What follows belongs to an exercise in optimizing a design on an open flow for small area, a short achievable clock period and few clock cycles per item; a production flow would make more cautious choices.
Function was checked by simulation only, so behaviour that the tests miss may differ from the original.
No activity file was given, so power comes from the tool's default toggle rates.

[flow/config.mk]
export PLATFORM = sky130hd
export DESIGN_NAME = main
export DESIGN_NICKNAME = main
export VERILOG_FILES = /design/flow/design.v
export SDC_FILE = /design/flow/constraint.sdc
export NUM_CORES = 4
export LEC_CHECK = 0
export CAP_MARGIN = 20
export CORE_MARGIN = 2
export CORE_UTILIZATION = 40
export SLEW_MARGIN = 20
[flow/constraint.sdc]
create_clock -name core_clock -period 6.0 [get_ports {clock}]
set_input_delay 1.2000 -clock core_clock [delete_from_list [all_inputs] [get_ports {clock}]]
set_output_delay 1.2000 -clock core_clock [all_outputs]
set_load 0.01 [all_outputs]
[flow/design.v]
module main(output [95:0] out,output reg [95:0]fec,output reg [15:0]crc,output reg status,input data,clock,start);
    wire [95:0]w_fec;wire fec_status;
    wire [15:0]w_crc;wire crc_status;
    reg b;           
    reg [6:0]c;      
    CRC A(w_crc,crc_status,data,clock,start);
    always @(posedge clock,posedge start) begin
        if(start==1) begin
            c<=0;
            status<=0;
            b<=0;
        end
        else begin
            if(c<32) begin
                b<=data;
                c<=c+1'b1;
            end
            else if(c<48) begin
                b<=crc[15-c+32];
                c<=c+1'b1;
            end
            if(fec_status==1) begin
                status<=1;
            end
        end
    end
    always @(w_crc,w_fec) begin 
         crc=w_crc;
         fec=w_fec;
    end
    FEC B(w_fec,fec_status,b,clock,start);
    interleaver C(fec[23:0],fec[47:24],fec[71:48],fec[95:72],out);
endmodule
module interleaver(
input [23:0] byte0,
input [23:0] byte1,
input [23:0] byte2,
input [23:0] byte3, 
output [95:0]OP
);
wire [23:0] out0,out1,out2,out3;
assign out0 ={byte3[5:0],byte2[5:0],byte1[5:0],byte0[5:0]};
assign out1 ={byte3[11:6],byte2[11:6],byte1[11:6],byte0[11:6]};
assign out2 ={byte3[17:12],byte2[17:12],byte1[17:12],byte0[17:12]};
assign out3 ={byte3[23:18],byte2[23:18],byte1[23:18],byte0[23:18]};
  assign OP[95:0] ={out0[23:0],out1[23:0],out2[23:0],out3[23:0]};
endmodule
module FEC(output reg [95:0]fec,output reg status,input data,clck,start);
    reg [5:0]c;          
    reg [3:0] b;         
    reg f;               
    reg p;               
    always@(posedge clck,posedge start) begin
        if(start==1) begin
            c<=48;
            b<=4'b0000;
            status<=0;
            fec<=0;
            f<=0;
            p<=0;
        end
        else if(c>0) begin
            if(f==1) begin
                fec[2*c-1]<=b[3]+b[1]+b[0];
                fec[2*c-2]<=b[3]+b[2]+b[1]+b[0];
                c<=c-1'b1;  
            end
          	if(p==1) begin       
            	b[3:0]<={data,b[3:1]};
            	f<=1;
          	end
            p<=1;
           if(c==2) status<=1;              
        end
    end
endmodule 
module CRC(output reg [15:0] R,output reg Status,input msb,clck,start);
    reg [5:0]c;
    always@(posedge clck,posedge start) begin
        if(start==1) begin
            R<=16'hFFFF;
            c<=0;
            Status<=0;
        end
        else if(c<32) begin
            R[0]<=R[15]+msb;
            R[1]<=R[0];
            R[2]<=R[1]+R[15]+msb;
            R[14:3]<=R[13:2];
            R[15]<=R[14]+R[15]+msb;
            c<=c+1'b1;
        end
        else Status<=1;
    end
endmodule 
[flow/run.sh]
#!/bin/bash
# synth_recipe.tcl (not shown) runs the flow's synth.tcl, then flattens the netlist and writes it again
# the make line also repeats each setting of config.mk as NAME=value (left out here)
make -C /OpenROAD-flow-scripts/flow DESIGN_CONFIG=/design/flow/config.mk WORK_HOME=/design/flow/orfs CLKGATE_MAP_FILE= SYNTH_SCRIPT=/design/flow/synth_recipe.tcl finish
==> results of run 1 <==
==> registers in the layout, summed over array words and instances (netlist names) <==
| register | count |
|---|---|
| A.R | 16 |
| B.p | 1 |
| c | 7 |
| B.f | 1 |
| B.fec | 96 |
| B.status | 1 |
| A.c | 6 |
| B.c | 6 |
| status | 1 |
| b | 1 |
| B.b | 4 |
==> worst register-to-register path, delay by kind of cell, from the launching register on <==
| kind | cells | cell delay (ns) |
|---|---|---|
| buf+inv | 1 | 0.19 |
| flops | 1 | 0.60 |
| mux | 1 | 0.36 |
| compound gates | 2 | 0.81 |
| simple gates | 7 | 2.47 |
| fa+ha+maj | 2 | 0.72 |
==> cell usage after synthesis (3+ instances only) <==
cell        n  area (um2)
and3_1      3       18.77
mux2_1     10       112.6
nor3_1     14       70.07
xnor2_1    18       157.7
nand2_1    39       146.4
xnor2_2     3       48.80
o21ai_0    33       165.2
or2_2       3       18.77
inv_1       9       33.78
buf_4     100       750.7
nor2b_1    10       62.56
buf_6       9       101.4
nor4_1      4       25.02
xor2_1      6       52.55
ha_1       17       212.7
nand3_2     3       30.03
nand2b_1    5       31.28
a21oi_1    27       135.1
buf_2       5       25.02
a31o_2      3       26.28
nor2_1     19       71.32
mux2_2     73       822.0
dfrtp_1   122        3053
nor4b_1     3       26.28
mux4_2      5       112.6
mux2_4      5       75.07
nor2_2      7       43.79
dfstp_2    18       473.0
nand4_1    11       68.82
o31ai_1    26       195.2
nand3_1    27       135.1
a21oi_2    10       87.58
or3_1       5       31.28
clkbuf_1   14       52.55
==> report_power, final <==
part	switching (mW)	internal, mW	leakage, nW
registers	0.0600	1.04	1.88
logic	0.0972	0.163	1.95
clock network	0.459	0.613	0.301
total	0.616	1.82	4.13
==> path summary, 6_finish.rpt <==
path | endpoint | cells after the start
max reg2reg | B.fec[56]$_DFFE_PP0P_ | 13
max | B.fec[56]$_DFFE_PP0P_ | 13
max in group asynchronous | B.c[3]$_DFFE_PP0P_ | 3
min | status$_DFFE_PP0P_ | 1
min reg2reg | status$_DFFE_PP0P_ | 1
min in group asynchronous | B.fec[6]$_DFFE_PP0P_ | 2
==> layout make-up <==
| class | count | share of cell area |
|---|---|---|
| inverters | 11 | 0.004547 |
| clock buffers | 18 | 0.04424 |
| clock inverters | 14 | 0.01487 |
| flip-flops and latches | 140 | 0.3463 |
| multi-input cells | 432 | 0.3456 |
| well taps | 265 | 0.03257 |
| repair buffers | 217 | 0.2119 |
==> layer usage <==
layer	wire (um)	part of all wire	track usage
met5	0	0	0
met4	373	0.018	0.06176
met3	806	0.040	0.03542
met2	9829	0.49	0.3145
met1	9238	0.46	0.2589
==> kinds of logic (layout without fill, tap and decap cells) <==
logic type	Yosys count	in the layout	share of synthesized area
and+or+nand+nor	170	170	0.1190
AOI/OAI and AO/OA	124	124	0.1154
muxes	93	93	0.1403
adders and majority gates	17	17	0.02658
DFF	140	140	0.4407
xor gates and xnor gates	28	28	0.03581
buffers and inverters	141	260	0.1223
==> metrics by stage <==
stage            util  cell area, um2
2_1_floorplan       -            8001
3_3_place_gp   0.4906            9579
3_5_place_dp   0.4906            9579
4_1_cts        0.5214           10180
5_1_grt        0.5214           10180
6_report       0.5214           10180
==> notes.md, run 1 <==
unrepaired setup endpoints after global routing false; Die Footprint 0.02115 mm2; HPWL Detailed around 14000 um; sequential share of the synthesized area 0.4407; Die Y roughly 150 um; most frequent cells in the layout 211 x clkdlybuf4s50_1, 122 x dfrtp_1, 73 x mux2_2; Fin Hold WS between 0.4 and 0.5 ns; fin nets ~840; Mapped Cells 713; sum of negative setup slack 0 ns; Post-synth ARST share 1.000; status finished clean; post-synthesis area per instance approximately 11 um2; final hold violation count 0; critical path cell sequence inv_1 -> ha_1 -> nor3b_2 -> nor4_1 -> or3_1 -> nand2_1 -> ha_1 -> nor4b_1 -> nand4_2 -> a2111oi_2 -> nand4_1 -> a21oi_1 -> mux2_2; hold_sp status$_DFFE_PP0P_; Final ANT Viol Nets 0; slowest stage delay, CP between 0.6 and 0.7 ns; vias in the first global route 5725; total chip power between 2 and 2.5 mW; grt total ovfl 0; DR pass1 iterations 6; Clock Pin Slew Worst Setup and Hold Paths about 0.06 ns; leakage between 4 and 5 nW; Place WS a little under 0.8 ns; launch point of the worst path B.c[0]$_DFFE_PP0P_; FF+latch count, synth 140; commonest non-fill, non-tap cell in the layout clkdlybuf4s50_1; Final Critical Period around 5.3 ns; Global Route Usage Sum 0.1920; crit path max-delay cell type nor4_1; top_reg_cell synth dfrtp_1; sequential standard cell area around 0.0035 mm2; Post-Syn Area 0.008001 mm2; chip width around 150 um; final non-filler cell total 1097; first-pass GRT wire length approximately 33000 um; Final setup viols 0; CTS sink cnt 140; Worst VDD drop 286.3 uV; via count about 5700; Via density about 5.2; number of placed instances with taps included approximately 1100; Inserted Diodes 0; Clock Path Buffers 2; Critical Path Source Type flip-flop; DR iter-0 viols 288; Crit Path Category reg -> reg; buffer and inverter count on the worst path 1; Hold Crit Class reg -> reg; Skew-Pair Late Insertion Delay about 0.43 ns; layout cells sized above 1 0.2332; RR Startpoint B.c[0]$_DFFE_PP0P_; num rows 51; # Post-CTS Setup Buffers 0; DRC Markers 0; initial antenna violation count 0; Multi-input gate area 0.003518 mm2; Core ar. 0.01953 mm2; Ports between 200 and 250; CP arrival ~5.6 ns; Syn Nets approximately 730; Slew headroom 0.2469; GPL Wtd Cong ~0.79; Post-synth EDFFs 0; root buffer cell clkbuf_16; TritonCTS clock tree done; Most common cell on crit path ha_1; synth warn 3; CTS resizes 0; number of H-tree levels 4; worst-path fanout max 11; Synth cell types 70; fillers about 1700; Setup crit end kind flip-flop; hold-fix buffers at CTS 0; pwr dens ~240 mW/mm2; CTS buffer count 17; drt wl/cell between 15 and 20 um; Worst path top cell family by delay simple AND/OR/NAND/NOR gates; PnR worst setup slack between 0.7 and 0.8 ns; Syn-to-layout area delta 27.24%; Initial Util 0.4098; Routed Wire Length 20250 um; Port Buf Inserts between 200 and 250; highest clock rate approximately 190 MHz; slew at the pin closest to its max-slew limit between 1 and 1.5 ns; Max Slew Vio Count 0; Req. time, crit path between 6 and 7 ns; Worst R2R Setup Slack between 0.7 and 0.8 ns; Max-cap violations 0; largest net degree at the start of global routing 88; Final Skew roughly 0.016 ns; Final period util 0.8755
Testbench counts, summed over its fixed seeds: cycles 26,112, messages 512.
==> run 2, diff against run 1 <==
==> flow/design.v (replaced) <==
module main(output [95:0] out,output reg [95:0]fec,output reg [15:0]crc,output reg status,input data,clock,start);
    reg [4:0]  c;        
    reg [31:0] m;        
    reg [15:0] R;        
    always @(posedge clock, posedge start) begin
        if (start) begin
            c      <= 5'd0;
            status <= 1'b0;
        end else begin
            c <= c + 1'b1;
            if (c == 5'd31) status <= 1'b1;
        end
    end
    always @(posedge clock) begin
        if (!status) m <= {data, m[31:1]};
    end
    wire fb = R[15] ^ data;
    always @(posedge clock, posedge start) begin
        if (start) R <= 16'hFFFF;
        else if (!status) R <= {R[14]^fb, R[13:2], R[1]^fb, R[0], fb};
    end
    wire [47:0] u = {R[0],R[1],R[2],R[3],R[4],R[5],R[6],R[7],
                     R[8],R[9],R[10],R[11],R[12],R[13],R[14],R[15], m};
    wire [47:0] p = u ^ {u[46:0], 1'b0};             
    wire [47:0] q = {p[45:0], 2'b00};                
    wire [47:0] hi = u ^ q;
    wire [47:0] lo = hi ^ {u[46:0], 1'b0};
    integer k;
    always @* begin
        crc = R;
        for (k = 0; k < 48; k = k + 1) begin
            fec[95-2*k] = hi[k];
            fec[94-2*k] = lo[k];
        end
    end
    interleaver C(fec[23:0],fec[47:24],fec[71:48],fec[95:72],out);
endmodule
module interleaver(
input [23:0] byte0,
input [23:0] byte1,
input [23:0] byte2,
input [23:0] byte3,
output [95:0]OP
);
wire [23:0] out0,out1,out2,out3;
assign out0 ={byte3[5:0],byte2[5:0],byte1[5:0],byte0[5:0]};
assign out1 ={byte3[11:6],byte2[11:6],byte1[11:6],byte0[11:6]};
assign out2 ={byte3[17:12],byte2[17:12],byte1[17:12],byte0[17:12]};
assign out3 ={byte3[23:18],byte2[23:18],byte1[23:18],byte0[23:18]};
assign OP[95:0] ={out0[23:0],out1[23:0],out2[23:0],out3[23:0]};
endmodule
==> run 2 against run 1 <==
Net effect: global-route usage down 4.4 points; clock power shrank 78%; power grew 40%; fmax is 59% higher; sequential power down 44%; critical endpoint is now fec[0]; still clean; first-iteration DRC count decreased by 81%; worst setup slack gained 1.9 ns.
==> notes.md, run 2 <==
Crit Path Category reg -> out; Clk network pwr share 0.070; hold_sp c[0]$_DFF_PP0_; Hold EP c[0]$_DFF_PP0_; chip width a little over 100 um; Final Critical Period ~3.3 ns; Synth cell types 17; top_reg_cell synth edfxtp_1; Max-cap violations 0; number of placed instances with taps included between 500 and 600; Final period util 0.5507; Reg power frac 0.181; unrepaired setup endpoints after global routing false; hold depth 1; slowest stage delay, CP between 0.6 and 0.7 ns; HPWL Detailed between 6000 and 7000 um; Final Skew around 0.0043 ns; CTS buffer count 5; R2R depth 4; commonest non-fill, non-tap cell in the layout clkdlybuf4s50_1; Final setup viols 0; wire length on met3 ~570 um; sum of negative setup slack 0 ns; hold-fix buffers at CTS 0; post-synth top area cell xnor2_1; Place WS between 3 and 4 ns; Ports between 200 and 250; num rows 36; top cell type's share of synthesized area 0.2685; most frequent cells in the layout 211 x clkdlybuf4s50_1, 121 x xnor2_1, 34 x xor2_1; Comb pwr share 0.749; fin nets approximately 460; via count 2543; WL met1 ~3500 um; CP arrival ~2.1 ns; RR Startpoint status$_DFFE_PP0N_; slew at the pin closest to its max-slew limit roughly 0.84 ns; Req. time, crit path around 4.8 ns; top layer in use met4; Worst VDD drop 685.1 uV; initial antenna violation count 0; Clock Path Buffers 2; sequential share of the synthesized area 0.3880; Critical Path Source Type flip-flop; Multi-input gate area 0.001619 mm2; most common cell in the netlist xnor2_1; Internal Power around 2.1 mW; CTS resizes 0; Max Slew Vio Count 0; synth top area cells xnor2_1 27%, edfxtp_1 24%, buf_4 19%; vias in the first global route 2449; Stages on worst setup path 4; Syn-to-layout area delta 40.89%; FF+latch count, synth 54; DRC Markers 0; Mapped Cells ~350; post-synthesis area per instance around 11 um2; Sw Share 0.3729; GPL Wtd Cong between 0.7 and 0.8; Largest register FFs 32; Skew-Pair Late Insertion Delay about 0.3 ns; number of H-tree levels 2; Post-synth EDFFs 32; Die Footprint approximately 0.011 mm2; Port Buf Inserts 211; pwr dens approximately 600 mW/mm2; Final ANT Viol Nets 0; Global Route Usage Sum 0.1482; first-pass GRT wire length 12430 um; root buffer cell clkbuf_8; Hold Crit Class reg -> reg; Largest Register m; PnR worst setup slack 2.696 ns; DR iter-0 viols 56; Clock Pin Slew Worst Setup and Hold Paths about 0.09 ns; Post-Syn Area roughly 0.0039 mm2; final hold violation count 0; worst-path fanout max 6; CTS sink cnt 54; Worst path top cell family by delay flip-flops; Setup crit end kind output port; DR WL met2 4214 um; # Post-CTS Setup Buffers 0; Net Sw Power 1.269 mW; Via density 4.303; synth warn 1; TritonCTS clock tree done; highest clock rate 302.6 MHz; leakage about 1.9 nW; layout cells sized above 1 0.09170; fin util 0.5743; Routed Wire Length approximately 8300 um; fillers between 800 and 900; Inserted Diodes 0; Post-synth top cells 121 x xnor2_1, 99 x buf_4, 34 x xor2_1, 32 x edfxtp_1, 16 x dfstp_2; Initial Util 0.4076; Core ar. just under 0.01 mm2; grt total ovfl 0; buffer and inverter count on the worst path 1; Die Y around 100 um; DR pass1 iterations 4; Worst R2R Setup Slack a little over 4 ns; total chip power around 3.4 mW; status finished clean; drt wl/cell between 10 and 15 um; Regs by FF count m x32, R x16, c x5; Post-synth ARST share 0.4074; critical path cell sequence xnor2_1 -> xnor2_2 -> xor2_1 -> clkdlybuf4s50_1; sequential standard cell area 0.001531 mm2; largest net degree at the start of global routing 23; Slew headroom 0.4382; Syn Nets 350; crit path max-delay cell type dfstp_2; Reg2Reg Capture Point R[15]$_DFFE_PP1N_; final non-filler cell total a little under 600
==> run 2: cell families (layout without fill, tap and decap cells) <==
| logic type | count (synthesis) | count (layout) | synth area share |
|---|---|---|---|
| xor gates and xnor gates | 158 | 158 | 0.3563 |
| buffers and inverters | 111 | 224 | 0.2019 |
| DFF | 54 | 54 | 0.3880 |
| muxes | 14 | 14 | 0.03994 |
| and+or+nand+nor | 5 | 5 | 0.006341 |
| adders and majority gates | 2 | 2 | 0.006338 |
| AOI/OAI and AO/OA | 1 | 1 | 0.001267 |
==> run 2: power groups by stage <==
stage	Combinational [mW]	Clock [mW]	Sequential [mW]
floorplan	1.46	0	0.606
global placement	2.57	0	0.623
detailed placement	2.55	0	0.626
CTS	2.58	0.250	0.619
global route	2.72	0.262	0.634
finish	2.55	0.238	0.616
==> run 2: how the worst max path moves through the flow <==
stage | from | slack (ns) | to
3_5_place_dp | R[3]$_DFFE_PP1N_ | 3.03 | out[72]
4_1_cts | R[2]$_DFFE_PP1N_ | 2.68 | out[72]
5_1_grt | m[0]$_DFFE_PN_ | 2.56 | fec[88]
6_report | R[3]$_DFFE_PP1N_ | 2.70 | fec[0]
2_1_floorplan | R[3]$_DFFE_PP1N_ | 3.32 | out[72]
3_3_place_gp | R[2]$_DFFE_PP1N_ | 3.07 | out[72]
==> run 2: worst register-to-register path: stages (launching register included) <==
cell and delay (ns):
dfrtp_1 0.79, inv_1 0.51, buf_4 0.36, nand2_1 0.11, xnor2_1 0.11
==> run 2: stage by stage <==
step	instance area (um2)	hold WS, ns
after floorplan	3948	0.4206
after global placement	5451	0.4412
after detailed placement	5451	0.4407
after CTS	5562	0.4552
after global routing	5562	0.4890
final	5562	0.4512
==> run 2: routing by layer <==
| layer | vias to the layer above | GRT usage |
|---|---|---|
| met1 | 1217 | 0.1919 |
| li1 | 1204 | - |
| met3 | 7 | 0.02823 |
| met2 | 115 | 0.2576 |
| met4 | 0 | 0.03340 |
| met5 | - | 0 |
==> run 2: final cells by class <==
class / count / share of cell area
clock buffer: 6 / 0.01305
clock inverter: 2 / 0.006749
inverter: 4 / 0.002700
multi-input combinational: 180 / 0.2911
sequential: 54 / 0.2754
tap: 133 / 0.02992
timing repair buffer: 212 / 0.3811
Testbench counts of run 2, summed over its fixed seeds: cycles 16,896, messages 512.
==> run 3, diff against run 2 <==
==> flow/flow/run.sh (new file) <==
#!/bin/bash
# Standard ORFS layout (the standard.sh, unchanged synthesis), with the
# port buffers made from the smallest plain buffer instead of a delay cell.
set -euo pipefail
bash standard.sh 'BUFFER_PORTS_ARGS=-buffer_cell sky130_fd_sc_hd__buf_1' finish > standard_flow.log 2>&1
==> flow/standard.sh (new file) <==
#!/bin/bash
# synth_recipe.tcl (not shown) runs the flow's synth.tcl, then flattens the netlist and writes it again
# the make line also repeats each setting of config.mk as NAME=value (left out here)
make -C /OpenROAD-flow-scripts/flow DESIGN_CONFIG=/design/flow/config.mk WORK_HOME=/design/flow/orfs CLKGATE_MAP_FILE= SYNTH_SCRIPT=/design/flow/synth_recipe.tcl "${@:-finish}"
removed: flow/run.sh
==> run 3 against run 2 <==
Net effect: first-iteration DRC count decreased by 11%; largest cell class is now multi-input combinational cells; highest routed layer unchanged; critical path type unchanged; via count decreased by 2.0%; clock-buffer cell count increased by 2; sequential power decreased by 0.6%; global-route usage decreased by 2.4 points; sequential share of layout area increased by 8.4 points; critical endpoint is now out[72].
==> notes.md, run 3 <==
status finished clean; Inserted Diodes 0; Largest Register m; CTS buffer count 5; Final setup viols 0; slew at the pin closest to its max-slew limit 0.8403 ns; post-synth top area cell xnor2_1; Reg power frac 0.252; slowest stage delay, CP between 0.6 and 0.7 ns; FF+latch count, synth 54; initial antenna violation count 0; most frequent cells in the layout 211 x buf_1, 121 x xnor2_1, 34 x xor2_1; Max-cap violations 0; Die Y ~100 um; synth top area cells xnor2_1 27%, edfxtp_1 24%, buf_4 19%; GPL Wtd Cong 0.7106; total chip power 2.429 mW; Initial Util 0.4076; TritonCTS clock tree done; Post-synth EDFFs 32; DR iter-0 viols 50; DR pass1 iterations 4; Clock Pin Slew Worst Setup and Hold Paths ~0.09 ns; crit path max-delay cell type dfstp_2; Post-Syn Area about 0.0039 mm2; Clk network pwr share 0.108; root buffer cell clkbuf_8; fin util 0.4403; pwr dens ~570 mW/mm2; leakage between 1 and 1.5 nW; Core ar. ~0.0097 mm2; grt total ovfl 0; critical path cell sequence xnor2_1 -> xnor2_2 -> xor2_1 -> buf_1; Post-synth ARST share 0.4074; first-pass GRT wire length 10380 um; vias in the first global route about 2200; Final Critical Period a little under 3 ns; commonest non-fill, non-tap cell in the layout buf_1; hold depth 1; CTS resizes 0; Largest register FFs 32; Final period util 0.4808; HPWL Detailed approximately 5700 um; Ports between 200 and 250; DRC Markers 0; buffer and inverter count on the worst path 1; Synth cell types 17; Die Footprint ~0.011 mm2; Mapped Cells roughly 350; sequential share of the synthesized area 0.3880; Worst R2R Setup Slack around 4.2 ns; # Post-CTS Setup Buffers 0; Slew headroom 0.4392; Sw Share 0.4989; largest net degree at the start of global routing 26; final hold violation count 0; synth warn 1; Skew-Pair Late Insertion Delay ~0.30 ns; Clock Path Buffers 2; Routed Wire Length slightly above 7000 um; worst-path fanout max 6; Max Slew Vio Count 0; Comb pwr share 0.640; Internal Power 1.217 mW; Worst VDD drop 567.3 uV; Global Route Usage Sum 0.1243; Req. time, crit path approximately 4.8 ns; Syn Nets between 300 and 400; highest clock rate 346.6 MHz; layout cells sized above 1 0.09389; drt wl/cell about 12 um; Reg2Reg Capture Point R[15]$_DFFE_PP1N_; unrepaired setup endpoints after global routing false; top_reg_cell synth edfxtp_1; Setup crit end kind output port; Net Sw Power 1.212 mW; Worst path top cell family by delay flip-flops; Regs by FF count m x32, R x16, c x5; chip width around 100 um; sum of negative setup slack 0 ns; Place WS approximately 3.5 ns; Post-synth top cells 121 x xnor2_1, 99 x buf_4, 34 x xor2_1, 32 x edfxtp_1, 16 x dfstp_2; Critical Path Source Type flip-flop; Final ANT Viol Nets 0; post-synthesis area per instance 11.44 um2; Final Skew 0.005917 ns; R2R depth 4; most common cell in the netlist xnor2_1; Via density 4.218; CP arrival ~1.7 ns; top cell type's share of synthesized area 0.2685; RR Startpoint status$_DFFE_PP0N_; Hold Crit Class reg -> reg; fillers about 940; PnR worst setup slack around 3.1 ns; number of H-tree levels 2; fin nets about 460; Crit Path Category reg -> out; hold_sp c[0]$_DFF_PP0_; CTS sink cnt 54; num rows 36; via count around 2500; hold-fix buffers at CTS 0; Syn-to-layout area delta 8.019%; Port Buf Inserts around 210; Hold EP c[0]$_DFF_PP0_
run 3: layout make-up:
type                            instances  area [um2]  area share
Inverter                                4       15.01    0.003521
Timing Repair Buffer                  212       799.5      0.1875
Multi-Input combinational cell        180        1619      0.3797
Clock buffer                            8       132.6     0.03110
Tap cell                              133       166.4     0.03903
Sequential cell                        54        1531      0.3592
run 3: worst max-delay path by stage:
stage          slack [ns]  endpoint             start  depth (start not counted)
2_1_floorplan        3.32   out[72]  R[3]$_DFFE_PP1N_                          4
3_3_place_gp         3.47    fec[0]  R[3]$_DFFE_PP1N_                          4
3_5_place_dp         3.45   out[72]  R[3]$_DFFE_PP1N_                          4
4_1_cts              3.10   out[72]  R[3]$_DFFE_PP1N_                          4
5_1_grt              2.93   fec[88]    m[0]$_DFFE_PN_                          4
6_report             3.12   out[72]  R[3]$_DFFE_PP1N_                          4
run 3: cell families after synthesis:
| kind of cell | share of synthesized area |
|---|---|
| xor+xnor | 0.3563 |
| buf+inv | 0.2019 |
| flops | 0.3880 |
| mux | 0.03994 |
| simple gates | 0.006341 |
| fa+ha+maj | 0.006338 |
| compound gates | 0.001267 |
run 3: stage by stage:
stage | std cells | hold slack, ns | instance area [um2]
final | 591 | 0.4622 | 4264
after global routing | 591 | 0.4780 | 4264
after CTS | 591 | 0.4698 | 4264
after detailed placement | 583 | 0.4545 | 4131
after global placement | 583 | 0.4348 | 4131
after floorplan | 345 | 0.4206 | 3948
run 3: metal layers:
layer	share of wire	wire length [um]	global-route usage	up-vias
met5	0	0	0	-
met4	0.013	92	0.04150	0
met3	0.064	457	0.02487	7
met2	0.50	3603	0.2074	120
met1	0.42	3042	0.1615	1156
li1	-	-	-	1210
run 3: worst reg2reg max path, stage by stage, from the launching register on:
cell and delay [ns]:
dfrtp_1 0.79, inv_1 0.39, buf_4 0.35, nand2_1 0.12, xnor2_1 0.11
run 3: power by group through the flow:
| stage | Combinational (mW) | Clock [mW] | Sequential (mW) |
|---|---|---|---|
| 3_3_place_gp | 1.57 | 0 | 0.619 |
| 5_1_grt | 1.74 | 0.288 | 0.632 |
| 4_1_cts | 1.58 | 0.275 | 0.617 |
| 2_1_floorplan | 1.46 | 0 | 0.606 |
| 6_report | 1.55 | 0.262 | 0.612 |
| 3_5_place_dp | 1.57 | 0 | 0.624 |
==> run 4, diff against run 3 <==
--- a/flow/design.v
+++ b/flow/design.v
@@ -17,3 +17,3 @@
     wire fb = R[15] ^ data;
-    always @(posedge clock, posedge start) begin
+    always @(posedge clock) begin
         if (start) R <= 16'hFFFF;
@@ -23,12 +23,23 @@
                      R[8],R[9],R[10],R[11],R[12],R[13],R[14],R[15], m};
-    wire [47:0] p = u ^ {u[46:0], 1'b0};             
-    wire [47:0] q = {p[45:0], 2'b00};                
-    wire [47:0] hi = u ^ q;
-    wire [47:0] lo = hi ^ {u[46:0], 1'b0};
-    integer k;
+    wire [47:0] p, hi, lo;
+    assign p[0] = u[0];
+    assign hi[1:0] = u[1:0];
+    assign lo[0] = u[0];
+    assign lo[1] = p[1];
+    genvar k;
+    generate
+        for (k = 1; k < 48; k = k + 1) begin : gp
+            xor2 xp(p[k], u[k], u[k-1]);
+        end
+        for (k = 2; k < 48; k = k + 1) begin : gc
+            xor2 xh(hi[k], u[k], p[k-2]);
+            xor2 xl(lo[k], p[k], p[k-2]);
+        end
+    endgenerate
+    integer i;
     always @* begin
         crc = R;
-        for (k = 0; k < 48; k = k + 1) begin
-            fec[95-2*k] = hi[k];
-            fec[94-2*k] = lo[k];
+        for (i = 0; i < 48; i = i + 1) begin
+            fec[95-2*i] = hi[i];
+            fec[94-2*i] = lo[i];
         end
@@ -36,2 +47,5 @@
     interleaver C(fec[23:0],fec[47:24],fec[71:48],fec[95:72],out);
+endmodule
+module xor2(output y, input a, b);
+    assign y = a ^ b;
 endmodule
--- a/flow/config.mk
+++ b/flow/config.mk
@@ -10,2 +10,5 @@
 export CORE_UTILIZATION = 40
+export SETUP_SLACK_MARGIN = 3.25
 export SLEW_MARGIN = 20
+export SYNTH_HIERARCHICAL = 1
+export SYNTH_MINIMUM_KEEP_SIZE = 0
==> run 4 against run 3 <==
Net effect: utilization is 10 points higher; still clean; design area is 17% higher; worst hold slack worse by 0.0074 ns; critical path type unchanged; synthesized area is 5.2% lower; register-to-register slack worse by 0.05 ns; clock-buffer cell count stayed put; sequential power is 37% lower; sequential cell count stayed put; power is 74% lower; sequential share of layout area is 6.7 points lower; routed wire length is 14% higher; largest power group is now registers; worst setup slack better by 0.097 ns.
==> notes.md, run 4 <==
status finished clean; Hold Crit Class reg -> reg; Max Slew Vio Count 0; Post-synth ARST share 0.1111; layout cells sized above 1 0.4717; first-pass GRT wire length 10730 um; Largest register FFs 32; DR pass1 iterations 4; commonest non-fill, non-tap cell in the layout buf_2; Via density ~4.3; Worst VDD drop about 85 uV; post-synth top area cell xor2_1; Syn Nets 347; unrepaired setup endpoints after global routing true; Final period util 0.4647; sum of negative setup slack 0 ns; root buffer cell clkbuf_8; CP arrival 1.59 ns; chip width around 100 um; leakage 2.214 nW; TritonCTS clock tree done; Ports 212; Inserted Diodes 0; Final Critical Period 2.788 ns; vias in the first global route roughly 2200; final hold violation count 0; Req. time, crit path roughly 4.8 ns; Worst R2R Setup Slack 4.11 ns; hold depth 1; pwr dens 125.0 mW/mm2; fillers around 790; highest clock rate roughly 360 MHz; Post-synth top cells 141 x xor2_1, 100 x buf_4, 32 x edfxtp_1, 16 x dfxtp_1; num rows 35; FF+latch count, synth 54; Clock Path Buffers 2; Syn-to-layout area delta 33.22%; Final setup viols 0; synth top area cells xor2_1 33%, edfxtp_1 26%, buf_4 20%; Synth cell types 19; DRC Markers 0; Global Route Usage Sum 0.1349; slew at the pin closest to its max-slew limit approximately 0.67 ns; Core ar. slightly above 0.009 mm2; worst-path fanout max 3; Crit Path Category reg -> out; CTS sink cnt 54; HPWL Detailed around 5800 um; Skew-Pair Late Insertion Delay approximately 0.3 ns; Final ANT Viol Nets 0; RR Startpoint status$_DFFE_PP0N_; DR iter-0 viols 50; Die Y roughly 100 um; Fin Hold WS 0.4547 ns; CTS buffer count 5; final non-filler cell total roughly 610; number of placed instances with taps included roughly 560; Regs by FF count m x32, R x16, c x5; initial antenna violation count 0; Max-cap violations 0; Die Footprint around 0.01 mm2; Hold EP c[0]$_DFF_PP0_; Setup crit end kind output port; Mapped Cells ~340; Final Skew approximately 0.012 ns; total chip power roughly 0.62 mW; sequential share of the synthesized area 0.3824; fin nets roughly 500; grt total ovfl 0; Place WS roughly 3.4 ns; Post-Syn Area about 0.0037 mm2; GPL Wtd Cong about 0.74; Slew headroom 0.5549; most frequent cells in the layout 102 x buf_2, 96 x buf_1, 82 x xor2_1; Port Buf Inserts 211; Largest Register m; Clock Pin Slew Worst Setup and Hold Paths ~0.10 ns; largest net degree at the start of global routing 22; Initial Util 0.4090; via count between 2000 and 3000; PnR worst setup slack ~3.2 ns; drt wl/cell around 14 um; R2R depth 4; hold_sp c[0]$_DFF_PP0_; top_reg_cell synth edfxtp_1; Post-synth EDFFs 32; Critical Path Source Type flip-flop; post-synthesis area per instance 10.95 um2; Reg2Reg Capture Point R[0]$_SDFFE_PP1N_; Routed Wire Length slightly above 8000 um; top cell type's share of synthesized area 0.3299; synth warn 7; most common cell in the netlist xor2_1; launch point of the worst path m[28]$_DFFE_PN_; number of H-tree levels 2
-- run 4: critical path, cell delays in order (launching register included) --
cell and delay (ns):
edfxtp_1 0.51, xor2_2 0.31, xor2_1 0.28, buf_2 0.19
-- run 4: per-stage QoR --
step | utilization | cell area [um2]
after floorplan | - | 3744
after global placement | 0.4265 | 3904
after detailed placement | 0.4265 | 3904
after CTS | 0.4787 | 4382
after global routing | 0.5449 | 4987
final | 0.5449 | 4987
-- run 4: where the power goes --
| part | internal (mW) | total (mW) | switching (mW) |
|---|---|---|---|
| Clock | 0.119 | 0.232 | 0.113 |
| Combinational | 0.00103 | 0.00432 | 0.00329 |
| Sequential | 0.387 | 0.387 | 0.000000362 |
-- run 4: timing repair --
item / in CTS / in global routing
endpoints found under the hold margin: 0 / 0
gates resized for setup: 53 / 243
setup buffers: 8 / 27
hold buffers: 0 / 0
endpoints found under the setup margin: 133 / 171
pin swaps: 8 / 70
-- run 4: how the worst max path moves through the flow --
stage	to	cells past startpoint	slack, ns
floorplan	out[46]	3	3.51
global placement	fec[27]	3	3.37
detailed placement	out[78]	3	3.35
finish	out[57]	3	3.21
global route	out[57]	3	3.13
CTS	fec[77]	3	3.19
-- run 4: area by class of cell --
type / count / area (um2) / area share
Multi-Input combinational cell: 182 / 2044 / 0.4099
Sequential cell: 54 / 1458 / 0.2923
Timing Repair Buffer: 247 / 1224 / 0.2454
Tap cell: 111 / 138.9 / 0.02785
Clock buffer: 8 / 111.4 / 0.02233
Inverter: 3 / 11.26 / 0.002258
-- run 4: cells by family after synthesis --
family,Yosys count,share of synthesized area
simple gates,19,0.02173
mux,14,0.03743
compound gates,3,0.004007
buf+inv,106,0.2109
xor+xnor,144,0.3369
fa+ha+maj,2,0.006683
flops,54,0.3824
-- run 4: per-layer routing --
layer	up-vias	routed length, um	global-route usage
met1	1263	3403	0.1725
li1	1230	-	-
met3	2	450	0.02150
met5	-	0	0
met2	112	4300	0.2405
met4	0	29	0.02845
-- run 4: per-module statistics from Yosys (local to each module, per instance) --
module | flops+latches | cells inside
main | 54 | 107
interleaver | 0 | 96
xor2 | 0 | 1
Testbench counts of run 4, summed over its fixed seeds: cycles 16,896, messages 512.
==> run 5, diff against run 4 <==
--- a/flow/config.mk
+++ b/flow/config.mk
@@ -10,3 +10,3 @@
 export CORE_UTILIZATION = 40
-export SETUP_SLACK_MARGIN = 3.25
+export SETUP_SLACK_MARGIN = 3.1
 export SLEW_MARGIN = 20
==> run 5 against run 4 <==
Net effect: still clean; synthesized cell count is the same; routed wire length shrank 12%; clock power is essentially flat; critical path depth is the same; design area shrank 17%; final cell count shrank 5.6%; critical path type unchanged; highest routed layer unchanged.
==> notes.md, run 5 <==
fillers 877; Multi-input gate area ~0.0017 mm2; Via density ~4.3; TritonCTS clock tree done; hold-fix buffers at CTS 0; pwr dens 150.4 mW/mm2; Core ar. 0.009153 mm2; top cell type's share of synthesized area 0.3299; Post-synth top cells 141 x xor2_1, 100 x buf_4, 32 x edfxtp_1, 16 x dfxtp_1; Hold Crit Class reg -> reg; grt total ovfl 0; DRC Markers 0; highest clock rate about 350 MHz; CTS buffer count 5; Port Buf Inserts between 200 and 250; Ports about 210; drt wl/cell between 10 and 15 um; Syn Nets between 300 and 400; top_reg_cell synth edfxtp_1; hold_sp c[0]$_DFF_PP0_; DR pass1 iterations 6; Initial Util 0.4090; fin nets roughly 460; Die Footprint 0.01015 mm2; launch point of the worst path m[29]$_DFFE_PN_; Clock Path Buffers 2; Max-cap violations 0; Mapped Cells around 340; final hold violation count 0; sequential standard cell area between 0.001 and 0.0015 mm2; Critical Path Source Type flip-flop; leakage around 1.7 nW; layout cells sized above 1 0.06304; most frequent cells in the layout 211 x buf_1, 124 x xor2_1, 32 x edfxtp_1; Worst VDD drop approximately 90 uV; critical path cell sequence xor2_2 -> xor2_1 -> buf_1; CTS sink cnt 54; GPL Wtd Cong around 0.74; Regs by FF count m x32, R x16, c x5; crit path max-delay cell type edfxtp_1; Synth cell types 19; Max Slew Vio Count 0; post-synthesis area per instance about 11 um2; synth warn 7; Placed Instance Area 0.003904 mm2; slowest stage delay, CP 0.52 ns; Clock Pin Slew Worst Setup and Hold Paths 0.10 ns; Largest Register m; Crit Path Category reg -> out; Final Critical Period about 2.8 ns; Final period util 0.4722; Global Route Usage Sum 0.1285; first-pass GRT wire length 10260 um; root buffer cell clkbuf_8; chip width just over 100 um; sequential share of the synthesized area 0.3824; Routed Wire Length 7172 um; initial antenna violation count 0; Largest register FFs 32; Inserted Diodes 0; most common cell in the netlist xor2_1; Post-synth ARST share 0.1111; Req. time, crit path approximately 4.8 ns; RR Startpoint status$_DFFE_PP0N_; Final ANT Viol Nets 0; slew at the pin closest to its max-slew limit about 0.87 ns; via count roughly 2400; Final setup viols 0; commonest non-fill, non-tap cell in the layout buf_1; Skew-Pair Late Insertion Delay 0.30 ns; vias in the first global route around 2100; DR iter-0 viols between 40 and 50; post-synth top area cell xor2_1; CP arrival approximately 1.6 ns; num rows 35; largest net degree at the start of global routing 22; Post-synth EDFFs 32; sum of negative setup slack 0 ns; worst-path fanout max 4; synth top area cells xor2_1 33%, edfxtp_1 26%, buf_4 20%; Post-Syn Area approximately 0.0037 mm2; Die Y between 100 and 150 um; Slew headroom 0.4204; status finished clean; Final Skew about 0.0086 ns; HPWL Detailed 5798 um; Setup crit end kind output port; FF+latch count, synth between 50 and 60; unrepaired setup endpoints after global routing true; Syn-to-layout area delta 10.93%; Final Instance Area about 0.0042 mm2; number of H-tree levels 2
==> run 5: cell counts after synthesis <==
No cell type changed its count.
==> run 5: kinds of logic after synthesis <==
| family | after synthesis | share of synthesized area |
|---|---|---|
| muxes | 14 | 0.03743 |
| buffers and inverters | 106 | 0.2109 |
| DFF | 54 | 0.3824 |
| xor gates and xnor gates | 144 | 0.3369 |
| and+or+nand+nor | 19 | 0.02173 |
| adders and majority gates | 2 | 0.006683 |
| AOI/OAI and AO/OA | 3 | 0.004007 |
==> run 5: stage by stage <==
| stage | power, mW | std cells | hold WS [ns] | setup slack (ns) | utilization |
|---|---|---|---|---|---|
| global placement | 0.4012 | 562 | 0.4380 | 3.368 | 0.4265 |
| global route | 0.6469 | 571 | 0.4828 | 3.064 | 0.4537 |
| finish | 0.6244 | 571 | 0.4552 | 3.167 | 0.4537 |
| CTS | 0.6354 | 570 | 0.4644 | 3.004 | 0.4395 |
| floorplan | 0.3997 | 342 | 0.4226 | 3.510 | - |
| detailed placement | 0.4012 | 562 | 0.4500 | 3.351 | 0.4265 |
==> run 5: worst paths after layout <==
kind,end,slack (ns),cells after the start
max in group asynchronous,status$_DFFE_PP0N_,4.59,2
hold / removal,c[0]$_DFF_PP0_,0.46,1
setup / recovery,fec[30],3.17,3
hold reg to reg,c[0]$_DFF_PP0_,0.46,1
setup reg to reg,R[0]$_SDFFE_PP1N_,3.85,4
min in group asynchronous,c[1]$_DFF_PP0_,0.97,2
==> run 5: area by class of cell <==
type / count / share of cell area
repair buffers: 213 / 0.1943
clock buffers: 8 / 0.02682
inverters: 3 / 0.002712
well taps: 111 / 0.03344
multi-input cells: 182 / 0.3974
flip-flops and latches: 54 / 0.3453
==> run 5: per-module statistics from Yosys (local to each module, per instance) <==
module       times used  flip-flops and latches  cells inside
main                  1                      54           107
interleaver           1                       0            96
xor2                139                       0             1
==> run 5: report_power, final <==
group | internal, mW | leakage, nW | switching, mW
registers | 0.388 | 0.485 | 0.000000312
clock network | 0.119 | 0.0566 | 0.112
logic | 0.00103 | 1.12 | 0.00332
total | 0.509 | 1.66 | 0.116
==> run 5: metal layers <==
| layer | routed length [um] | track usage | vias up |
|---|---|---|---|
| li1 | - | - | 1201 |
| met1 | 3082 | 0.1666 | 1127 |
| met2 | 3639 | 0.2251 | 112 |
| met3 | 419 | 0.02080 | 2 |
| met4 | 29 | 0.02845 | 0 |
| met5 | 0 | 0 | - |
==> run 5: what timing repair did <==
action / CTS / global route
hold endpoints to repair: 0 / 0
resized for setup: 1 / 18
buffers inserted: 0 / 1
pin swaps: 0 / 1
endpoints found under the setup margin: 14 / 37
==> run 5: worst max-delay path: cells and delay by family (launching register included) <==
kind / cells / cell delay, ns
buf+inv: 1 / 0.22
xor+xnor: 2 / 0.61
flops: 1 / 0.52
==> run 6, diff against run 5 <==
--- a/flow/config.mk
+++ b/flow/config.mk
@@ -10,3 +10,2 @@
 export CORE_UTILIZATION = 40
-export SETUP_SLACK_MARGIN = 3.1
 export SLEW_MARGIN = 20
==> run 6 against run 5 <==
Net effect: clock skew shrank 0.0016 ns; utilization shrank 1.5 points; fmax shrank 3.3%; design area shrank 3.3%; clock power is essentially flat; die area is the same; sequential power is essentially flat; critical path type unchanged; critical endpoint unchanged.
==> notes.md, run 6 <==
status finished clean; CTS sink cnt 54; hold depth 1; Initial Util 0.4090; Place WS around 3.4 ns; CTS buffer count 5; hold-fix buffers at CTS 0; Final period util 0.4883; Regs by FF count m x32, R x16, c x5; Slew headroom 0.4205; Placed Instance Area a little under 0.004 mm2; final non-filler cell total 570; crit path max-delay cell type dfxtp_1; Port Buf Inserts ~210; num rows 35; HPWL Detailed about 5800 um; initial antenna violation count 0; Final Critical Period a little under 3 ns; synth top area cells xor2_1 33%, edfxtp_1 26%, buf_4 20%; # Post-CTS Setup Buffers 0; Hold Crit Class reg -> reg; Final setup viols 0; Critical Path Source Type flip-flop; GPL Wtd Cong around 0.74; Core ar. just over 0.009 mm2; Worst VDD drop approximately 90 uV; grt total ovfl 0; Syn-to-layout area delta 7.253%; Post-synth ARST share 0.1111; first-pass GRT wire length ~10000 um; most common cell in the netlist xor2_1; Final Instance Area about 0.0040 mm2; Post-Syn Area 0.003744 mm2; DR iter-0 viols 50; final hold violation count 0; CTS resizes 0; Die Footprint roughly 0.01 mm2; Die Y approximately 100 um; top cell type's share of synthesized area 0.3299; DR pass1 iterations 4; worst setup path endpoint fec[30]; via count ~2400; leakage 1.628 nW; Max-cap violations 0; Largest register FFs 32; slew at the pin closest to its max-slew limit about 0.87 ns; commonest non-fill, non-tap cell in the layout buf_1; synth warn 7; Max Slew Vio Count 0; post-synthesis area per instance 10.95 um2; Synth cell types 19; Fin Hold WS around 0.46 ns; Global Route Usage Sum 0.1285; Via density between 4 and 5; pwr dens approximately 160 mW/mm2; number of placed instances with taps included between 500 and 600; fin nets 463; RR Startpoint status$_DFFE_PP0N_; Crit Path Category reg -> out; Reg2Reg Capture Point R[0]$_SDFFE_PP1N_; DRC Markers 0; critical path cell sequence xor2_1 -> xor2_1 -> buf_1; Final Skew roughly 0.007 ns; highest clock rate 341.3 MHz; top_reg_cell synth edfxtp_1; slowest stage delay, CP approximately 0.56 ns; sum of negative setup slack 0 ns; Largest Register m; PnR worst setup slack between 3 and 4 ns; R2R depth 4; largest net degree at the start of global routing 22; Clock Pin Slew Worst Setup and Hold Paths roughly 0.1 ns; Skew-Pair Late Insertion Delay ~0.30 ns; Post-synth EDFFs 32; Worst R2R Setup Slack around 3.9 ns; Most common cell on crit path xor2_1; CP arrival 1.73 ns; Final ANT Viol Nets 0; FF+latch count, synth 54; post-synth top area cell xor2_1; worst-path fanout max 7; Req. time, crit path 4.80 ns; chip width a little over 100 um; unrepaired setup endpoints after global routing false; Ports about 210; total chip power 0.6242 mW; Post-synth top cells 141 x xor2_1, 100 x buf_4, 32 x edfxtp_1, 16 x dfxtp_1; root buffer cell clkbuf_8; Inserted Diodes 0; drt wl/cell around 12 um; launch point of the worst path R[15]$_SDFFE_PP1N_; Setup crit end kind output port; layout cells sized above 1 0.01961; number of H-tree levels 2; Routed Wire Length 7097 um; Syn Nets around 350; Clock Path Buffers 2; sequential share of the synthesized area 0.3824; TritonCTS clock tree done; most frequent cells in the layout 211 x buf_1, 141 x xor2_1, 32 x edfxtp_1; Mapped Cells 342; fin util 0.4387; vias in the first global route 2077
-- run 6: cell counts after synthesis --
Identical to the previous run, type by type.
-- run 6: worst min-delay path by stage --
stage                         from             end  slack, ns
finish              c[0]$_DFF_PP0_  c[0]$_DFF_PP0_       0.46
CTS                 c[0]$_DFF_PP0_  c[0]$_DFF_PP0_       0.46
global route        c[0]$_DFF_PP0_  c[0]$_DFF_PP0_       0.48
floorplan           c[0]$_DFF_PP0_  c[0]$_DFF_PP0_       0.42
global placement    c[0]$_DFF_PP0_  c[0]$_DFF_PP0_       0.44
detailed placement  c[0]$_DFF_PP0_  c[0]$_DFF_PP0_       0.45
-- run 6: routing by layer --
metal | share of wire | GRT usage | vias to the layer above
met1 | 0.43 | 0.1665 | 1106
met3 | 0.061 | 0.02080 | 2
li1 | - | - | 1215
met4 | 0.0041 | 0.02845 | 0
met5 | 0 | 0 | -
met2 | 0.50 | 0.2251 | 116
-- run 6: kinds of logic after synthesis --
family	count (synthesis)	synth area share
mux	14	0.03743
fa+ha+maj	2	0.006683
xor+xnor	144	0.3369
buf+inv	106	0.2109
flops	54	0.3824
compound gates	3	0.004007
simple gates	19	0.02173
-- run 6: final cells by class --
type,count,area [um2]
clock buffer,8,111.4
tap,111,138.9
multi-input combinational,182,1523
sequential,54,1431
fill,887,5137
timing repair buffer,212,799.5
inverter,3,11.26
-- run 6: modules after synthesis (local to each module, per instance) --
module | times used | flops+latches | cell area, um2
main | 1 | 54 | 1805
interleaver | 1 | 0 | 720.7
xor2 | 139 | 0 | 8.758
-- run 6: worst max-delay path, delay by kind of cell, from the launching register on --
| family | cells | cell delay, ns |
|---|---|---|
| buf+inv | 1 | 0.22 |
| flops | 1 | 0.56 |
| xor+xnor | 2 | 0.66 |
-- run 6: report_power, final --
group | switching, mW | internal, mW
combinational | 0.00332 | 0.00103
sequential | 0.000000290 | 0.388
clock | 0.112 | 0.119
total | 0.115 | 0.509
==> run 7, diff against run 6 <==
--- a/flow/config.mk
+++ b/flow/config.mk
@@ -10,2 +10,3 @@
 export CORE_UTILIZATION = 40
+export SETUP_SLACK_MARGIN = 3.8
 export SLEW_MARGIN = 20
==> run 7 against run 6 <==
Net effect: critical endpoint is now fec[77]; sequential cell count did not move; critical path type unchanged; sequential power is 2% lower; power fell by 5.1%; clock power is 11% lower.
==> notes.md, run 7 <==
status finished clean; R2R depth 5; root buffer cell clkbuf_8; layout cells sized above 1 0.6989; vias in the first global route between 2000 and 3000; highest clock rate approximately 370 MHz; Post-synth ARST share 0.1111; Crit Path Category reg -> out; chip width between 100 and 150 um; Global Route Usage Sum 0.1615; post-synthesis area per instance 10.95 um2; sequential share of the synthesized area 0.3824; Syn-to-layout area delta 51.97%; grt total ovfl 0; Largest Register m; Slew headroom 0.5394; post-synth top area cell xor2_1; initial antenna violation count 0; sum of negative setup slack 0 ns; TritonCTS clock tree done; Clock Path Buffers 2; Inserted Diodes 0; CTS buffer count 5; Final ANT Viol Nets 0; FF+latch count, synth 54; Regs by FF count m x32, R x16, c x5; Fin Hold WS roughly 0.46 ns; commonest non-fill, non-tap cell in the layout buf_2; Port Buf Inserts 211; number of H-tree levels 2; Post-synth top cells 141 x xor2_1, 100 x buf_4, 32 x edfxtp_1, 16 x dfxtp_1; Die Footprint just over 0.01 mm2; DR pass1 iterations 4; first-pass GRT wire length approximately 13000 um; Post-synth EDFFs 32; Core ar. 0.009153 mm2; GPL Wtd Cong a little over 0.7; DR iter-0 viols 28; synth warn 7; Final Critical Period around 2.7 ns; most frequent cells in the layout 180 x buf_2, 66 x xor2_1, 61 x xor2_2; final hold violation count 0; Reg2Reg Capture Point R[0]$_SDFFE_PP1N_; Setup crit end kind output port; Req. time, crit path between 4 and 5 ns; CTS sink cnt 54; Mapped Cells ~340; hold_sp c[0]$_DFF_PP0_; leakage between 2 and 3 nW; Hold Crit Class reg -> reg; Max Slew Vio Count 0; Via density 4.296; Routed Wire Length about 8300 um; top cell type's share of synthesized area 0.3299; Final Skew ~0.0030 ns; unrepaired setup endpoints after global routing true; Hold EP c[0]$_DFF_PP0_; slew at the pin closest to its max-slew limit approximately 0.69 ns; Worst R2R Setup Slack ~4.3 ns; pwr dens roughly 100 mW/mm2; fin nets 532; Initial Util 0.4090; Largest register FFs 32; most common cell in the netlist xor2_1; Ports about 210; synth top area cells xor2_1 33%, edfxtp_1 26%, buf_4 20%; RR Startpoint status$_DFFE_PP0N_; Worst VDD drop 78.94 uV; DRC Markers 0; Final period util 0.4550; Synth cell types 19; largest net degree at the start of global routing 30; Syn Nets between 300 and 400; worst-path fanout max 3; Final setup viols 0; via count approximately 2700; Post-Syn Area roughly 0.0037 mm2; top_reg_cell synth edfxtp_1; Critical Path Source Type flip-flop; Max-cap violations 0; HPWL Detailed between 5000 and 6000 um; CP arrival roughly 1.5 ns; drt wl/cell ~13 um; fillers approximately 760; Clock Pin Slew Worst Setup and Hold Paths around 0.09 ns; Die Y ~100 um; num rows 35; hold depth 1; Skew-Pair Late Insertion Delay around 0.3 ns
## run 7: logic make-up (layout without fill, tap and decap cells)
kind of cell    Yosys count  count (layout)  synth area share
xor+xnor                144             144            0.3369
buf+inv                 106             292            0.2109
flops                    54              54            0.3824
simple gates             19              19           0.02173
mux                      14              14           0.03743
compound gates            3               3          0.004007
fa+ha+maj                 2               2          0.006683
## run 7: layout make-up
type	instances	area [um2]	area share
Multi-Input combinational cell	182	2243	0.3943
Timing Repair Buffer	281	1712	0.3009
Sequential cell	54	1493	0.2624
Tap cell	111	138.9	0.02441
Clock buffer	7	86.33	0.01517
Inverter	3	11.26	0.001979
Clock inverter	1	5.005	0.0008797
## run 7: per-module statistics from Yosys, one instance, submodules excluded
module | cells | flops+latches | area [um2] | copies in the design
main | 107 | 54 | 1805 | 1
interleaver | 96 | 0 | 720.7 | 1
xor2 | 1 | 0 | 8.758 | 139
## run 7: metrics by stage
step | instances | total power, mW | setup slack [ns] | util | cell area, um2
2_1_floorplan | 342 | 0.3934 | 3.565 | - | 4493
3_3_place_gp | 562 | 0.3947 | 3.563 | 0.5084 | 4653
3_5_place_dp | 562 | 0.3948 | 3.528 | 0.5084 | 4653
4_1_cts | 630 | 0.6028 | 3.217 | 0.5992 | 5484
5_1_grt | 639 | 0.6180 | 3.144 | 0.6216 | 5689
6_report | 639 | 0.5922 | 3.270 | 0.6216 | 5689
## run 7: worst max-delay path, stage by stage (launching register included)
cell      delay, ns
edfxtp_1       0.49
xor2_2         0.33
xor2_1         0.23
buf_2          0.17
## run 7: report_power, final
part,switching [mW],internal (mW),leakage [nW],total [mW]
Clock,0.113,0.0934,0.0482,0.206
Combinational,0.00338,0.00104,2.09,0.00442
Sequential,0.000000386,0.381,0.484,0.381
## run 7: worst max-delay path by stage
stage | slack, ns | endpoint | cells after the start | start
finish | 3.27 | fec[77] | 3 | m[6]$_DFFE_PN_
global route | 3.14 | fec[51] | 3 | m[19]$_DFFE_PN_
CTS | 3.22 | fec[37] | 3 | m[27]$_DFFE_PN_
detailed placement | 3.53 | out[68] | 3 | m[6]$_DFFE_PN_
global placement | 3.56 | out[31] | 3 | m[26]$_DFFE_PN_
floorplan | 3.57 | out[46] | 3 | m[0]$_DFFE_PN_
## run 7: repair_timing
item | in CTS | in global routing
gates resized for setup | 192 | 58
buffers inserted | 60 | 9
pin swaps | 91 | 51
setup endpoints to repair | 193 | 203
hold buffers | 0 | 0
## run 7: layer usage
metal | GRT usage | routed length, um
met4 | 0.02845 | 36
met5 | 0 | 0
met1 | 0.2040 | 3368
met3 | 0.03467 | 522
met2 | 0.2877 | 4410
==> run 8, diff against run 7 <==
--- a/flow/config.mk
+++ b/flow/config.mk
@@ -10,3 +10,5 @@
 export CORE_UTILIZATION = 40
-export SETUP_SLACK_MARGIN = 3.8
+export CTS_BUF_LIST = sky130_fd_sc_hd__clkbuf_16
+export CTS_CLUSTER_DIAMETER = 500
+export CTS_CLUSTER_SIZE = 100
 export SLEW_MARGIN = 20
==> run 8 against run 7 <==
Net effect: still clean; clock power is 45% higher; worst hold slack worse by 0.0040 ns; power grew 17%; register-to-register slack worse by 0.43 ns; sequential power up 2%; via count is 11% lower; critical path type unchanged; highest routed layer unchanged.
==> notes.md, run 8 <==
Final Skew 0.005741 ns; CP arrival roughly 1.7 ns; Port Buf Inserts 211; Post-synth top cells 141 x xor2_1, 100 x buf_4, 32 x edfxtp_1, 16 x dfxtp_1; # Post-CTS Setup Buffers 0; post-synth top area cell xor2_1; fin nets ~460; slew at the pin closest to its max-slew limit ~0.88 ns; largest net degree at the start of global routing 22; Post-synth EDFFs 32; Global Route Usage Sum 0.1284; CTS sink cnt 54; total chip power approximately 0.69 mW; critical path cell sequence xor2_1 -> xor2_1 -> buf_1; final non-filler cell total 570; pwr dens around 170 mW/mm2; number of placed instances with taps included 562; Initial Util 0.4090; Routed Wire Length around 7100 um; FF+latch count, synth 54; via count about 2400; first-pass GRT wire length 10270 um; Via density 4.281; Worst VDD drop approximately 110 uV; commonest non-fill, non-tap cell in the layout buf_1; hold depth 1; grt met1 use 0.1661; Largest Register m; initial antenna violation count 0; sum of negative setup slack 0 ns; vias in the first global route 2079; Inserted Diodes 0; Regs by FF count m x32, R x16, c x5; Ports approximately 210; number of H-tree levels 2; highest clock rate around 350 MHz; Crit Path Category reg -> out; TritonCTS clock tree done; HPWL Detailed between 5000 and 6000 um; DR pass1 iterations 4; DRC Markers 0; GRT busiest layer met2; drt wl/cell 12.45 um; fin util 0.4437; Syn-to-layout area delta 8.489%; Slew headroom 0.4133; Syn Nets approximately 350; Final Critical Period roughly 2.9 ns; Largest register FFs 32; Final setup viols 0; Stages on worst setup path 3; Setup crit end kind output port; sequential share of the synthesized area 0.3824; Synth cell types 19; Place WS roughly 3.4 ns; hold-fix buffers at CTS 0; Final period util 0.4820; M2 GR Usage 0.2251; final hold violation count 0; synth top area cells xor2_1 33%, edfxtp_1 26%, buf_4 20%; top_reg_cell synth edfxtp_1; Skew-Pair Late Insertion Delay roughly 0.29 ns; leakage 1.652 nW; root buffer cell clkbuf_16; num rows 35; CTS buffer count 5; met3 usage 0.02080; unrepaired setup endpoints after global routing false; worst-path fanout max 4; synth warn 7; Hold Crit Class reg -> reg; grt total ovfl 0; CTS resizes 0; post-synthesis area per instance about 11 um2; Critical Path Source Type flip-flop; Mapped Cells around 340; GPL Wtd Cong approximately 0.74; most common cell in the netlist xor2_1; Worst path top cell family by delay XOR/XNOR gates; slowest stage delay, CP between 0.4 and 0.5 ns; Die Y approximately 100 um; Post-synth ARST share 0.1111; Clock Path Buffers 2; Most common cell on crit path xor2_1; crit path max-delay cell type edfxtp_1; Max-cap violations 0; most frequent cells in the layout 211 x buf_1, 141 x xor2_1, 32 x edfxtp_1; Core ar. about 0.0092 mm2; DR iter-0 viols 38; Max Slew Vio Count 0; Post-Syn Area ~0.0037 mm2; Req. time, crit path 4.80 ns; PnR worst setup slack 3.108 ns; status finished clean; layout cells sized above 1 0.01743; R2R depth 4; Final ANT Viol Nets 0; Die Footprint a little over 0.01 mm2; chip width 100.7 um; top cell type's share of synthesized area 0.3299; Clock Pin Slew Worst Setup and Hold Paths 0.07 ns; buffer and inverter count on the worst path 1
-- run 8: final timing paths --
kind / start / endpoint / slack, ns
hold / removal: c[0]$_DFF_PP0_ / c[0]$_DFF_PP0_ / 0.45
setup reg to reg: status$_DFFE_PP0N_ / R[0]$_SDFFE_PP1N_ / 3.83
hold reg to reg: c[0]$_DFF_PP0_ / c[0]$_DFF_PP0_ / 0.45
min in group asynchronous: start / c[1]$_DFF_PP0_ / 0.98
max in group asynchronous: start / status$_DFFE_PP0N_ / 4.60
setup / recovery: m[29]$_DFFE_PN_ / fec[30] / 3.11
-- run 8: cell families after synthesis --
| family | count (synthesis) | share of synthesized area |
|---|---|---|
| adder cells (fa/ha/maj) | 2 | 0.006683 |
| AO/OA/AOI/OAI | 3 | 0.004007 |
| AND/OR/NAND/NOR | 19 | 0.02173 |
| buffers and inverters | 106 | 0.2109 |
| multiplexers | 14 | 0.03743 |
| flip-flops | 54 | 0.3824 |
| XOR/XNOR | 144 | 0.3369 |
-- run 8: final cells by class --
type / count / area [um2]
tap: 111 / 138.9
clock buffer: 6 / 150.1
clock inverter: 2 / 7.507
timing repair buffer: 212 / 799.5
multi-input combinational: 182 / 1523
sequential: 54 / 1431
inverter: 3 / 11.26
fill: 889 / 5091
-- run 8: metrics by stage --
step	cell area (um2)	hold slack (ns)
floorplan	3744	0.4226
global placement	3904	0.4380
detailed placement	3904	0.4500
CTS	4061	0.4602
global route	4061	0.4784
finish	4061	0.4511
-- run 8: per-layer routing --
metal / routed length [um] / vias to the layer above
li1: - / 1216
met1: 3032 / 1105
met2: 3539 / 117
met3: 488 / 2
met4: 34 / 0
met5: 0 / -
-- run 8: power breakdown --
part	internal, mW	switching [mW]	leakage, nW
registers	0.389	0.000000279	0.486
logic	0.00103	0.00322	1.09
clock network	0.177	0.121	0.0808
-- run 8: modules after synthesis, one instance, submodules excluded --
module | cell area (um2) | cells | flops+latches
interleaver | 720.7 | 96 | 0
xor2 | 8.758 | 1 | 0
main | 1805 | 107 | 54
==> run 9, diff against run 8 <==
--- a/flow/config.mk
+++ b/flow/config.mk
@@ -10,5 +10,5 @@
 export CORE_UTILIZATION = 40
-export CTS_BUF_LIST = sky130_fd_sc_hd__clkbuf_16
-export CTS_CLUSTER_DIAMETER = 500
-export CTS_CLUSTER_SIZE = 100
+export CTS_BUF_LIST = sky130_fd_sc_hd__clkbuf_8
+export CTS_CLUSTER_DIAMETER = 200
+export CTS_CLUSTER_SIZE = 30
 export SLEW_MARGIN = 20
==> run 9 against run 8 <==
Net effect: sequential power is essentially flat; largest cell class unchanged; highest routed layer unchanged; first-iteration DRC count grew 32%; register-to-register slack gained 0.02 ns; die area is the same.
==> notes.md, run 9 <==
status finished clean; Post-Synth Adder-Cell Area 0.006684; Global Route Usage Sum 0.1285; RR Startpoint status$_DFFE_PP0N_; Core ar. just over 0.009 mm2; slew at the pin closest to its max-slew limit slightly below 0.9 ns; Crit Path Category reg -> out; Ports approximately 210; number of H-tree levels 2; Worst R2R Setup Slack about 3.9 ns; initial antenna violation count 0; Max-cap violations 0; Req. time, crit path 4.80 ns; unrepaired setup endpoints after global routing false; Clock Path Buffers 2; Final Instance Area around 0.0040 mm2; Hold Crit Class reg -> reg; CP arrival between 1.5 and 2 ns; Final ANT Viol Nets 0; Die Footprint about 0.010 mm2; num rows 35; Skew-Pair Late Insertion Delay around 0.3 ns; Post-Syn Area approximately 0.0037 mm2; hold_sp c[0]$_DFF_PP0_; grt total ovfl 0; via count approximately 2400; Syn Nets 347; # Post-CTS Setup Buffers 0; Worst VDD drop about 90 uV; highest clock rate roughly 340 MHz; Post-synth EDFFs 32; Post-synth top cells 141 x xor2_1, 100 x buf_4, 32 x edfxtp_1, 16 x dfxtp_1; CTS sink cnt 54; largest net degree at the start of global routing 22; FF+latch count, synth 54; DR pass1 iterations 4; top_reg_cell synth edfxtp_1; Setup crit end kind output port; Regs by FF count m x32, R x16, c x5; Synth Area in Compound Gates 0.004011; PnR worst setup slack between 3 and 4 ns; DRC Markers 0; post-synthesis area per instance 10.95 um2; mux contribution to synthesized area 0.03743; Final setup viols 0; Mapped Cells approximately 340; layout cells sized above 1 0.01961; Reg2Reg Capture Point R[0]$_SDFFE_PP1N_; most frequent cells in the layout 211 x buf_1, 141 x xor2_1, 32 x edfxtp_1; Synth cell types 19; Placed Instance Area 0.003904 mm2; Inserted Diodes 0; most common cell in the netlist xor2_1; Clock Pin Slew Worst Setup and Hold Paths around 0.1 ns; final non-filler cell total 570; leakage between 1.5 and 2 nW; final hold violation count 0; synth warn 7; Via density between 4 and 5; Largest register FFs 32; Max Slew Vio Count 0; GPL Wtd Cong between 0.7 and 0.8; TritonCTS clock tree done; Hold EP c[0]$_DFF_PP0_; total chip power ~0.64 mW; Final Skew roughly 0.0079 ns; pwr dens roughly 160 mW/mm2; Slew headroom 0.4205; Syn-to-layout area delta 7.386%; Routed Wire Length roughly 7000 um; synth top area cells xor2_1 33%, edfxtp_1 26%, buf_4 20%; Die Y approximately 100 um; R2R depth 4; Port Buf Inserts between 200 and 250; commonest non-fill, non-tap cell in the layout buf_1; top cell type's share of synthesized area 0.3299; Post-synth ARST share 0.1111; drt wl/cell roughly 12 um; post-synthesis xor/xnor area fraction 0.3369; Simple-Gate Fraction of Synth Area 0.02172; post-synth top area cell xor2_1; CTS resizes 0; worst-path fanout max 7; fin nets 463; DR iter-0 viols 50; first-pass GRT wire length approximately 10000 um; vias in the first global route roughly 2100; hold-fix buffers at CTS 0; sequential share of the synthesized area 0.3824; Critical Path Source Type flip-flop; sum of negative setup slack 0 ns; main combinational cell family by area after synthesis XOR/XNOR gates; Final Critical Period 2.929 ns; Largest Register m; HPWL Detailed between 5000 and 6000 um; number of placed instances with taps included 562; Final period util 0.4882; chip width 100.7 um; Place WS ~3.4 ns; CTS buffer count 5; Initial Util 0.4090; root buffer cell clkbuf_8; hold depth 1
==> run 9: cell count changes in the layout (fill, tap and decap cells not counted) <==
cell | before | now
clkinv_1 | 1 | 0
bufinv_16 | 0 | 1
clkbuf_8 | 0 | 6
clkbuf_16 | 6 | 0
==> run 9: worst max-delay path, cell delays in order, from the launching register on <==
cell and delay, ns:
dfxtp_1 0.56, xor2_1 0.38, xor2_1 0.28, buf_1 0.22
==> run 9: final cells by class <==
class                   count  area [um2]
clock buffers               6       82.58
multi-input cells         182        1523
clock inverters             2       33.78
well taps                 111       138.9
repair buffers            212       799.5
inverters                   3       11.26
flip-flops and latches     54        1431
fillers                   886        5132
==> run 9: kinds of logic after synthesis <==
kind of cell	after synthesis
AOI/OAI and AO/OA	3
xor gates and xnor gates	144
adders and majority gates	2
buffers and inverters	106
DFF	54
muxes	14
and+or+nand+nor	19
==> run 9: worst max-delay path by stage <==
stage                       startpoint      end  slack, ns  cells after the start
floorplan               m[0]$_DFFE_PN_  out[46]       3.51                      3
global placement    R[15]$_SDFFE_PP1N_  fec[27]       3.37                      3
detailed placement  R[15]$_SDFFE_PP1N_  out[78]       3.35                      3
CTS                 R[15]$_SDFFE_PP1N_  out[78]       3.00                      3
global route        R[15]$_SDFFE_PP1N_  out[78]       2.90                      3
finish              R[15]$_SDFFE_PP1N_  fec[30]       3.07                      3
==> run 9: power breakdown <==
part           total [mW]  switching (mW)  internal (mW)
Sequential          0.388     0.000000290          0.388
Combinational     0.00435         0.00332        0.00103
Clock               0.246           0.112          0.134
==> run 9: per-stage QoR <==
| step | hold slack (ns) | util |
|---|---|---|
| after floorplan | 0.4226 | - |
| after global placement | 0.4380 | 0.4265 |
| after detailed placement | 0.4500 | 0.4265 |
| after CTS | 0.4644 | 0.4392 |
| after global routing | 0.4828 | 0.4392 |
| final | 0.4553 | 0.4392 |
==> run 9: layer usage <==
| layer | track usage | wire (um) |
|---|---|---|
| met1 | 0.1665 | 3082 |
| met2 | 0.2251 | 3547 |
| met3 | 0.02080 | 435 |
| met4 | 0.02845 | 29 |
| met5 | 0 | 0 |
==> run 9: Yosys stat by module, one instance, submodules excluded <==
| module | area (um2) | flops+latches | times used |
|---|---|---|---|
| main | 1805 | 54 | 1 |
| interleaver | 720.7 | 0 | 1 |
| xor2 | 8.758 | 0 | 139 |

## static timing again, ports no longer ideal
No port has a modelled driver above. Below, the same layouts with a new extraction and two added sets of constraints.
Step 1 (the two cells are an assumption about what drives the block):
set clk [get_ports {clock}]
set_driving_cell -lib_cell sky130_fd_sc_hd__clkbuf_16 $clk
set_driving_cell -lib_cell sky130_fd_sc_hd__buf_2 [delete_from_list [all_inputs] $clk]
Step 2 also shifts input and output timing later by t, the mid clock arrival at the registers, as if the neighbouring blocks saw the same clock.
Slacks: no drivers / after step 1 / after step 2; pairs: no drivers / after step 1.
| run | t, ns | setup slack, ns | latest minus earliest clock arrival (ns) |
|---|---|---|---|
| run 1 | 0.466 | 0.747 / 0.747 / 0.747 | 0.016 / 0.016 |
| run 2 | 0.328 | 2.696 / 2.667 / 2.995 | 0.004 / 0.005 |
| run 3 | 0.334 | 3.115 / 3.083 / 3.416 | 0.007 / 0.007 |
| run 4 | 0.325 | 3.212 / 3.181 / 3.506 | 0.012 / 0.012 |
| run 5 | 0.325 | 3.167 / 3.137 / 3.461 | 0.012 / 0.011 |
| run 6 | 0.325 | 3.070 / 3.040 / 3.365 | 0.011 / 0.012 |
| run 7 | 0.332 | 3.270 / 3.238 / 3.570 | 0.004 / 0.004 |
| run 8 | 0.317 | 3.108 / 3.073 / 3.390 | 0.007 / 0.007 |
| run 9 | 0.324 | 3.071 / 3.041 / 3.365 | 0.012 / 0.012 |
After both steps every run listed still meets setup and hold.
